Context: an optimization exercise on an open-source flow, tuned for small area, a short achievable clock period and few clock cycles. The choices shown serve that exercise and are no tape-out recipe. The RTL was checked by simulation tests, not by an equivalence proof against the original design.

## flow/design.v (module list and top-level ports; edited modules follow where they fit)
// module MTX_MUL: 368 lines
// module MTX_FA: 6 lines
// module MTX_HAN: 6 lines
module MTX_MUL( MP, ready, m1, m2, load, clk );
  // ...
==> flow/flow/run.sh <==
#!/bin/bash
# The standard layout (standard.sh), with two changes: ports are buffered with
# buf_1 instead of the default buffer, and CTS uses clkbuf_8 sink clusters
# without dummy loads. Each tool's output goes to flow.log here.
set -euo pipefail
bash standard.sh \
  "BUFFER_PORTS_ARGS=-buffer_cell sky130_fd_sc_hd__buf_1" \
  "CTS_ARGS=-sink_clustering_enable -repair_clock_nets -sink_clustering_size 10 -sink_clustering_max_diameter 35 -buf_list sky130_fd_sc_hd__clkbuf_4 -dont_use_dummy_load" \
  finish > flow.log 2>&1
==> flow/standard.sh <==
#!/bin/bash
# synth_recipe.tcl (not shown) runs the flow's synth.tcl, then flattens the netlist and writes it again
# the make line also repeats each setting of config.mk as NAME=value (left out here)
make -C /OpenROAD-flow-scripts/flow DESIGN_CONFIG=/design/flow/config.mk WORK_HOME=/design/flow/orfs CLKGATE_MAP_FILE= SYNTH_SCRIPT=/design/flow/synth_recipe.tcl "${@:-finish}"
==> flow/config.mk <==
export PLATFORM = sky130hd
export DESIGN_NAME = MTX_MUL
export DESIGN_NICKNAME = MTX_MUL
export VERILOG_FILES = /design/flow/design.v
export SDC_FILE = /design/flow/constraint.sdc
export NUM_CORES = 4
export LEC_CHECK = 0
export ABC_CLOCK_PERIOD_IN_PS = 4000
export CAP_MARGIN = 20
export CORE_MARGIN = 2
export CORE_UTILIZATION = 80
export CTS_BUF_LIST = sky130_fd_sc_hd__clkbuf_8
export CTS_CLUSTER_DIAMETER = 50
export CTS_CLUSTER_SIZE = 20
export SETUP_SLACK_MARGIN = 5.0
export SLEW_MARGIN = 20
export SYNTH_HIERARCHICAL = 1
export SYNTH_MINIMUM_KEEP_SIZE = 0
==> flow/constraint.sdc <==
create_clock -name core_clock -period 9.0 [get_ports {clk}]
set_input_delay 1.8000 -clock core_clock [delete_from_list [all_inputs] [get_ports {clk}]]
set_output_delay 1.8000 -clock core_clock [all_outputs]
set_load 0.01 [all_outputs]
==> reports/qor.txt, run 1 <==
Max-Cap Viols - 0
Startpoint class of the critical path - primary input
Hold EP - b3[3][6]$_DFF_P_
DRT antenna net count - 0
Critical Path Stages - 3
Fill count - 848
Initial Util - 81.4%
Slew Viols, Final - 0
Die H - 139 um
Critical path's slowest cell - buf_2
Multiplexer share of the synthesized area - 2.47%
Most common cell after layout, fill and taps aside - dfxtp_1
ANT cells - 1
Die Area - 19300 um^2
Synth area leader - dfxtp_1
R2R setup slack - 5190 ps
Routed wl met2 - 13800 um
Area-dominant class - registers
Pre-antenna DRT Iters - 7
Crit path to - ready
CTS Sinks - 347
Highest Signal Layer - met4
Dpl cell area - 14800 um^2
Worst Path Required - 7200 ps
Top cells by count, synth - dfxtp_1, nand2_1, fa_1, clkbuf_1, edfxtp_1
Status - complete, no violations
Crit path from - load
Crit-path leading delay family - buffers and inverters
Vias per inst - 5.87
Unrepaired setup endpoints after global routing - no
Grt met3 use - 6.35%
Testbench counts, summed over its fixed seeds: cycles 6,144.
==> run 2: changes to the inputs <==
==> flow/flow/run.sh (replaced) <==
#!/bin/bash
# The standard layout (standard.sh), with two changes: ports are buffered with
# buf_1 instead of the default buffer, and CTS uses clkbuf_8 sink clusters
# without dummy loads. Each tool's output goes to flow.log here.
set -euo pipefail
bash standard.sh \
  "BUFFER_PORTS_ARGS=-buffer_cell sky130_fd_sc_hd__buf_1" \
  "CTS_ARGS=-sink_clustering_enable -repair_clock_nets -sink_clustering_size 20 -sink_clustering_max_diameter 50 -buf_list sky130_fd_sc_hd__clkbuf_8 -dont_use_dummy_load" \
  finish > flow.log 2>&1
--- a/flow/config.mk
+++ b/flow/config.mk
@@ -8,7 +8,7 @@
 export ABC_CLOCK_PERIOD_IN_PS = 4000
 export CAP_MARGIN = 20
 export CORE_MARGIN = 2
-export CORE_UTILIZATION = 80
+export CORE_UTILIZATION = 75
 export CTS_BUF_LIST = sky130_fd_sc_hd__clkbuf_8
 export CTS_CLUSTER_DIAMETER = 50
 export CTS_CLUSTER_SIZE = 20
==> run 2 against run 1 <==
Net effect: still clean; core utilization shrank 4.2 points; non-clock buffer count is the same; hold slack gained 19 ps; design area grew 0.32%; sequential cell count is the same; largest cell class unchanged.
==> reports/qor.txt, run 2 <==
Status - complete, no violations
WL per Instance - 19.4 um
CTS Sinks - 347 (unchanged)
Max clock buf depth - 3
Depth of the most critical reg-to-reg path - 7
Async SR Flop Fraction - 0%
Clock period minus worst slack - 3980 ps
Standard-cell rows - 50
Initial antenna violation count - 0
CP endpoint kind - output port
Crit path max fanout - 8
ANT cells - 0 (-1)
FMAX - 251 MHz
Post-synthesis sequential area ratio - 49.8%
Root buffer cell - clkbuf_8
Setup TNS - 0 ps
First-pass GRT wire length - 43000 um
Hold path depth - 0
Grt peak-use layer - met2
Main synth FF type - dfxtp_1
Largest register FFs - 96
Worst Path Required - 7200 ps (about the same)
Core Area - 18900 um^2
Gates resized, CTS repair - 2
Final setup fails - 0
GRT overflow - 0
Vias - 7502
Clk slew on worst S/H paths - 110 ps
DRT antenna net count - 0 (unchanged)
Grt met3 use - 5.66% (-0.69 points)
Number of synthesized register bits - 347
Path category of the worst min-delay check - flop to flop
Synth top area share - 43.3%
Count leader, synth - dfxtp_1
DIE WIDTH - 143 um
Setup repair bufs after CTS - 0
Util after Layout - 80.5%
Relative slew slack - 36.4%
Nets - 1361
Unrepaired setup endpoints after global routing - no
Clk_skew - 66.6 ps
Area Growth Syn to Fin - 4.37%
Post-CTS Hold Buffers - 0
Largest cells by area after synthesis - dfxtp_1, fa_1, nand2_1
GPL Wtd Cong - 0.924
Pre-antenna DRT Iters - 5 (-2)
Vias per inst - 5.62 (-4.3%)
Cell area after synthesis - 14600 um^2
Post-Route WL - 25900 um
Biggest register - a
Initial Util - 77.2% (-4.3 points)
Most common cell after layout, fill and taps aside - dfxtp_1
Fraction of layout cells with a size suffix above 1 - 6.13%
Synth unique cells - 42
Critical Path AT - 2180 ps
Startpoint class of the critical path - primary input
All-Layer GR Usage - 28.0%
Post-DP HPWL - 19600 um
Synth Warn # - 12
Post-synth EDFFs - 32
Top cells by count, synth - dfxtp_1, nand2_1, fa_1, clkbuf_1, edfxtp_1
WS Path Type - primary input to output port
Max-Cap Viols - 0 (unchanged)
H-tree depth - 1
Final hold slack - 305 ps
IO buf count - 36
Slew Viols, Final - 0 (unchanged)
CTS tree - built
Met1 usage in global routing - 36.0%
Routing usage on met2 - 47.3%
Min setup slack post-route - 5020 ps
IO Count - 37
Die Area - 20600 um^2 (+6.5%)
Final period util - 44.2%
1st-iter DRT viols - 516
Avg Synthesized Cell Area - 13.7 um^2
Die H - 143 um (+3.2%)
Synth area leader - dfxtp_1
Clock buffer count from CTS - 26
Vias in the first global route - 8469
Worst slew pin tran - 948 ps
Worst-skew pair later-pin latency - 580 ps
Pre-CTS setup slack - 4940 ps
Fin. Hold Viols - 0
Synth Instances - 1063
Commonest cells after routing, fill and taps aside - dfxtp_1, nand2_1, fa_1
Largest net degree at the start of global routing - 21
DRC viols - 0
==> run 2: cell counts after synthesis <==
No cell type changed its count.
==> run 2: cells by family after synthesis <==
| kind of cell | count (synthesis) | synth area share [%] |
|---|---|---|
| XOR/XNOR | 11 | 0.661 |
| flip-flops | 347 | 49.8 |
| other | 1 | 0.0257 |
| adder cells (fa/ha/maj) | 265 | 35.3 |
| multiplexers | 32 | 2.47 |
| buffers and inverters | 83 | 2.14 |
| AND/OR/NAND/NOR | 294 | 7.99 |
| AO/OA/AOI/OAI | 30 | 1.57 |
==> run 2: cell type report <==
type                       instances  area, um^2
fill                            1090        3680
inverter                          17        63.8
clock buffer                      26         358
multi-input combinational        650        7070
sequential                       347        7270
timing repair buffer              36         138
tap                              260         325
==> run 2: worst max-delay path, stage by stage <==
cell    delay, ps
buf_2         140
nor2_1        110
buf_2         130
==> run 2: worst paths after layout <==
kind	slack, ps	startpoint	to
setup / recovery	5020	load	ready
hold / removal	300	b2[2][4]$_DFF_P_	b2[3][4]$_DFF_P_
setup reg to reg	5180	ar0[1]$_DFFE_PN_	cs1a[9]$_DFF_P_
hold reg to reg	300	b2[2][4]$_DFF_P_	b2[3][4]$_DFF_P_
==> run 2: per-module statistics from Yosys (local to each module, per instance) <==
module	times used	cells
MTX_MUL	1	823
MTX_FA	240	1
==> run 2: metal layers <==
metal / part of all wire (%) / vias to the layer above
met4: 4.4 / 0
li1: - / 3273
met3: 6.9 / 80
met5: 0 / -
met2: 51 / 297
met1: 38 / 3852
==> run 2: metrics by stage <==
| stage | instance area [um^2] | std cells |
|---|---|---|
| 2_1_floorplan | 14600 | 1080 |
| 3_3_place_gp | 14900 | 1310 |
| 3_5_place_dp | 14900 | 1310 |
| 4_1_cts | 15200 | 1336 |
| 5_1_grt | 15200 | 1336 |
| 6_report | 15200 | 1336 |
==> run 3: changes to the inputs <==
--- a/flow/flow/run.sh
+++ b/flow/flow/run.sh
@@ -6,4 +6,4 @@
 bash standard.sh \
   "BUFFER_PORTS_ARGS=-buffer_cell sky130_fd_sc_hd__buf_1" \
   "CTS_ARGS=-sink_clustering_enable -repair_clock_nets -sink_clustering_size 20 -sink_clustering_max_diameter 50 -buf_list sky130_fd_sc_hd__clkbuf_8 -dont_use_dummy_load" \
-  finish > flow.log 2>&1
+  SETUP_SLACK_MARGIN=5.1 finish > flow.log 2>&1
==> run 3 against run 2 <==
Net effect: still clean; area after synthesis unchanged; die area unchanged; non-clock buffer count increased by 7; global-route usage decreased by 0.54 points; design area increased by 0.47%.
==> reports/qor.txt, run 3 <==
Dpl cell area - 14900 um^2 (about the same)
GRT overflow - 0 (unchanged)
Top cells by count, synth - dfxtp_1, nand2_1, fa_1, clkbuf_1, edfxtp_1
Largest register FFs - 96 (unchanged)
WL per Instance - 19.1 um (-1.4%)
IO buf count - 36 (unchanged)
Vias - 7503 (+0.013%)
WP buf/inv - 2 (unchanged)
Nets - 1368 (+0.51%)
Number of synthesized register bits - 347 (unchanged)
1st-iter DRT viols - 394 (-24%)
Final period util - 43.2% (-0.98 points)
Initial Util - 77.2% (unchanged)
R2R setup slack - 5200 ps (+20 ps)
Status - complete, no violations
Fraction of layout cells with a size suffix above 1 - 7.29% (+1.2 points)
First-pass GRT wire length - 42200 um (-2.0%)
Largest net degree at the start of global routing - 21 (unchanged)
IO Count - 37 (unchanged)
Final Cell Area - 15300 um^2 (+0.47%)
Vias in the first global route - 8204 (-3.1%)
Largest cells by area after synthesis - dfxtp_1, fa_1, nand2_1
Synth area leader - dfxtp_1
Crit-path leading delay family - buffers and inverters
Biggest register - a
CP endpoint kind - output port
Setup TNS - 0 ps (unchanged)
Main synth FF type - dfxtp_1
Most common cell after layout, fill and taps aside - dfxtp_1
All-Layer GR Usage - 27.4% (-0.54 points)
Pre-CTS setup slack - 4970 ps (+35.3 ps)
Initial antenna violation count - 0 (unchanged)
Fin. Hold Viols - 0 (unchanged)
DRT antenna net count - 0 (unchanged)
Area Growth Syn to Fin - 4.86%
Async SR Flop Fraction - 0% (unchanged)
H-tree depth - 1 (unchanged)
Path category of the worst min-delay check - flop to flop
Root buffer cell - clkbuf_8
Min setup slack post-route - 5110 ps (+88.6 ps)
DIE WIDTH - 143 um (unchanged)
FF-to-FF End - cs2a[8]$_DFF_P_
Clock buffer count from CTS - 26 (unchanged)
Clk slew on worst S/H paths - 110 ps (about the same)
Synth Instances - 1063 (unchanged)
Synth top area share - 43.3% (unchanged)
Vias per inst - 5.59 (-0.51%)
Util after Layout - 80.9% (+0.38 points)
Depth of the most critical reg-to-reg path - 7 (unchanged)
Fill count - 1110 (+1.8%)
WS Path Type - primary input to output port
Unrepaired setup endpoints after global routing - yes
Worst-skew pair later-pin latency - 570 ps (about the same)
Post-Route WL - 25700 um (-0.91%)
Final setup fails - 0 (unchanged)
Clock period minus worst slack - 3890 ps (-88.6 ps)
GPL Wtd Cong - 0.914 (-1.1%)
Slew Viols, Final - 0 (unchanged)
Die Area - 20600 um^2 (unchanged)
Post-DP HPWL - 19700 um (+0.55%)
DRC viols - 0 (unchanged)
ANT cells - 0 (unchanged)
Commonest cells after routing, fill and taps aside - dfxtp_1, nand2_1, fa_1
FMAX - 257 MHz (+2.3%)
CTS Sinks - 347 (unchanged)
Startpoint class of the critical path - primary input
Post-synthesis sequential area ratio - 49.8% (unchanged)
Core Area - 18900 um^2 (unchanged)
Crit-path max cell delay - 120 ps (-20 ps)
Critical path's slowest cell - buf_2
FF-to-FF Start - ar3[0]$_DFFE_PN_
Synth Warn # - 12 (unchanged)
Crit path max fanout - 8 (unchanged)
Post-synth EDFFs - 32 (unchanged)
Relative slew slack - 42.4% (+5.9 points)
Critical Path Stages - 3 (unchanged)
Die H - 143 um (unchanged)
Crit path from - load
Worst Path Required - 7200 ps (about the same)
Standard-cell rows - 50 (unchanged)
Synth unique cells - 42 (unchanged)
CTS tree - built
Avg Synthesized Cell Area - 13.7 um^2 (unchanged)
Worst-path cell chain - buf_8 > nor2_2 > buf_2
Clk_skew - 65.7 ps (-0.817 ps)
Count leader, synth - dfxtp_1
HP Start - b1[1][3]$_DFF_P_
Pre-antenna DRT Iters - 5 (unchanged)
Max-Cap Viols - 0 (unchanged)
Cell area after synthesis - 14600 um^2 (unchanged)
Worst slew pin tran - 864 ps (-84.1 ps)
Crit path to - ready
Max clock buf depth - 3 (unchanged)
Critical Path AT - 2090 ps (-90 ps)
run 3: repair_timing:
action | CTS | global route
hold buffers | 0 | 0
endpoints found under the setup margin | 1 | 4
pin swaps | 0 | 0
resized for setup | 4 | 6
setup buffers | 0 | 7
run 3: cell families (layout without fill, tap and decap cells):
| kind of cell | after synthesis | count (layout) | synth area share, % |
|---|---|---|---|
| flip-flops | 347 | 347 | 49.8 |
| AND/OR/NAND/NOR | 294 | 294 | 7.99 |
| XOR/XNOR | 11 | 11 | 0.661 |
| buffers and inverters | 83 | 86 | 2.14 |
| other | 1 | 18 | 0.0257 |
| multiplexers | 32 | 32 | 2.47 |
| AO/OA/AOI/OAI | 30 | 30 | 1.57 |
| adder cells (fa/ha/maj) | 265 | 265 | 35.3 |
run 3: area by class of cell:
| type | instances | area (um^2) | share of cell area [%] |
|---|---|---|---|
| clock buffer | 26 | 358 | 2.34 |
| inverter | 17 | 63.8 | 0.417 |
| timing repair buffer | 43 | 200 | 1.31 |
| sequential | 347 | 7270 | 47.6 |
| multi-input combinational | 650 | 7070 | 46.2 |
| tap | 260 | 325 | 2.13 |
run 3: through the flow:
step,std cells,hold WS [ps]
CTS,1336,268
detailed placement,1310,312
finish,1343,266
global route,1343,257
floorplan,1080,310
global placement,1310,310
run 3: per-module statistics from Yosys (local to each module, per instance):
module   flip-flops and latches  cell area, um^2  times used  cells inside
MTX_FA                        0             20.0         240             1
MTX_MUL                     347             9780           1           823
run 3: worst min-delay path by stage:
stage                        to  slack, ps  cells after the start
3_3_place_gp   b0[3][6]$_DFF_P_        310                      0
4_1_cts        b1[2][3]$_DFF_P_        270                      0
6_report       b1[2][3]$_DFF_P_        270                      0
2_1_floorplan   a[1][0]$_DFF_P_        310                      0
3_5_place_dp    a[1][7]$_DFF_P_        310                      0
5_1_grt        b1[2][3]$_DFF_P_        260                      0
run 3: metal layers:
layer  part of all wire [%]  global-route usage, %  up-vias
met5                      0                      0        -
met4                    4.2                   10.7        0
met3                    5.2                   4.30       71
met2                     52                   46.7      276
met1                     39                   36.0     3868
li1                       -                      -     3288

-- re-timing with driven ports --
No port has a modelled driver above. Below, the same layouts with a new extraction and two added sets of constraints. Step 1 sets driving cells, clkbuf_16 on the clock port and buf_2 on the other inputs (assumed; they add their load-dependent delay and slew). Step 2, shift: input delay + t, output delay - t, t = (earliest + latest rising clock arrival at the registers) / 2. This alone moves slack from input paths to output paths. Three values: ideal, step 1, step 2; two values: the first two.
| run | t (ns) | setup WS [ns] | worst register clock-pin slew, ns | worst data-port slew with drivers (ns) |
|---|---|---|---|---|
| run 1 | 0.693 | 5.028 / 5.002 / 5.002 | 0.10 / 0.10 | 0.03 |
| run 2 | 0.590 | 5.023 / 5.004 / 5.004 | 0.11 / 0.11 | 0.04 |
| run 3 | 0.579 | 5.111 / 5.070 / 5.070 | 0.11 / 0.11 | 0.05 |
After both steps setup and hold are still met in every run listed. The setup slack of run 3, which loses most, moves by -0.041 ns with the drivers and by -0.041 ns with both steps.
